Source: an optimization exercise on an open RTL-to-GDS flow (aim: small area). Production flows keep margins and buffers that such runs may drop.
The RTL was checked by simulation tests, not by an equivalence proof against the original design.
The flow treats the clock pin as an ideal source, which a real chip does not have.

Setup of the previous run:
==> flow/design.v (excerpt) <==
module top_module(
    input clk,
    input rst,
    input BTNA,
    input BTNB,
    input [1:0] DIRA,
    input [1:0] DIRB,
    input [2:0] YA,
    input [2:0] YB,
    output LEDA,
    output LEDB,
    output [4:0] LEDX,
    output a_out,b_out,c_out,d_out,e_out,f_out,g_out,p_out,
    output [7:0]an
);
wire tick, first, btn_a, btn_b;
wire [2:0] digit, digit_nx;
wire [3:0] sym_nx;
clk_divider dividermodule (.clk_in(clk), .rst(rst), .tick(tick), .digit(digit), .digit_nx(digit_nx), .first(first));
debouncer A (clk, rst, tick, BTNA, btn_a);
debouncer B (clk, rst, tick, BTNB, btn_b);
hockey mymodule (.clk(clk), .rst(rst), .ce(tick), .BTNA(btn_a), .BTNB(btn_b),
    .DIRA(DIRA), .DIRB(DIRB), .YA(YA), .YB(YB),
    .LEDA(LEDA), .LEDB(LEDB), .LEDX(LEDX),
    .digit_nx(digit_nx), .sym_nx(sym_nx));
ssd displa_ssd (.clk(clk), .rst(rst), .first(first), .digit(digit), .sym_nx(sym_nx),
    .a_out(a_out), .b_out(b_out), .c_out(c_out), .d_out(d_out), .e_out(e_out),
    .f_out(f_out), .g_out(g_out), .p_out(p_out), .an(an));
endmodule
Size: roughly 310 cells after synthesis, roughly 45 flip-flops, about 37 I/O pins, ~2200 µm² of cells after synthesis.
Settings: LEC_CHECK=0, CAP_MARGIN=20, CORE_MARGIN=2, CORE_UTILIZATION=60, PLACE_DENSITY=0.75, SLEW_MARGIN=20; clock period 5.0 ns.
standard.sh (not shown) runs the stock make flow with config.mk's settings and CLKGATE_MAP_FILE= SYNTH_SCRIPT=/design/flow/synth_recipe.tcl, a recipe that flattens the netlist after the stock synthesis.
==> flow/flow/run.sh <==
#!/bin/bash
# Own layout flow: the standard ORFS flow with
#  - synthesis: the standard script with an area-oriented ABC mapping (flow/synth.tcl),
#  - port buffers of the smallest buffer cell (buf_1) instead of the default choice,
#  - CTS with clkbuf_4 buffers and no dummy loads; a leaf buffer that drives
#    more than 12 flip-flops is then upsized to clkbuf_8 (flow/post_cts.tcl).
# Each tool's full output is in the ORFS logs under orfs/logs; make's own output
# goes to flow_make.log in this folder.
set -euo pipefail
W=$(pwd)
F=$W/flow
CTS_BUFS="sky130_fd_sc_hd__clkbuf_4"
CTS_CLUSTER="-sink_clustering_size 10 -sink_clustering_max_diameter 60"
bash "$W/standard.sh" \
  "SYNTH_SCRIPT=$F/synth.tcl" \
  "ADDER_MAP_FILE=" \
  "BUFFER_PORTS_ARGS=-buffer_cell sky130_fd_sc_hd__buf_1" \
  "CTS_ARGS=-sink_clustering_enable -repair_clock_nets -dont_use_dummy_load -buf_list {$CTS_BUFS} $CTS_CLUSTER" \
  "POST_CTS_TCL=$F/post_cts.tcl" \
  finish > "$W/flow_make.log" 2>&1
Other scripts of this flow, unchanged in this note and not shown: flow/flow/area.abc, flow/flow/post_cts.tcl, flow/flow/synth.tcl
The inputs of the current run differ from those of the previous run as listed below.
diff --git a/flow/flow/run.sh b/flow/flow/run.sh
--- a/flow/flow/run.sh
+++ b/flow/flow/run.sh
@@ -12,3 +12,3 @@
 CTS_BUFS="sky130_fd_sc_hd__clkbuf_4"
-CTS_CLUSTER="-sink_clustering_size 10 -sink_clustering_max_diameter 60"
+CTS_CLUSTER="-sink_clustering_size 25 -sink_clustering_max_diameter 100"
 bash "$W/standard.sh" \
Findings:
The current run vs. the previous run: wire length of the first global-routing pass closely matched the old numbers; core utilization closely matched the old numbers; fmax closely matched the old numbers; placed cell area closely matched the old numbers; register clock-pin slew on the reported worst setup and hold paths closely matched the old numbers. Comparing the current run against the previous run, there is no change at all in shortest period the worst path allows. Post-detailed-placement half-perimeter wirelength: the previous run vs the current run identical. Final clock period utilization by the worst path: the current run vs the previous run identical. Comparing the previous run against the current run, there is no change at all in number of unique standard cell types used by synthesis. Diff the current run..the previous run | synthesized-area fraction occupied by and/or/nand/nor cells | unchanged.

## port drivers added, routing unchanged
The flow's constraints put no driver on any port. The routed layouts listed below were extracted and timed again, unchanged, in two steps.
Step 1 sets driving cells, clkbuf_16 on the clock port and buf_2 on the other inputs (assumed; they add their load-dependent delay and slew).
Step 2, shift: input delay + t, output delay - t, t = (earliest + latest rising clock arrival at the registers) / 2. This alone moves slack from input paths to output paths.
Three values: ideal, step 1, step 2; two values: the first two.
run | shift t [ns] | setup WS [ns] | clock arrival spread, ns
the previous run | 0.358 | 1.595 / 1.569 / 1.707 | 0.025 / 0.025
the current run | 0.358 | 1.595 / 1.569 / 1.707 | 0.025 / 0.025
After both steps setup and hold are still met in every run listed.
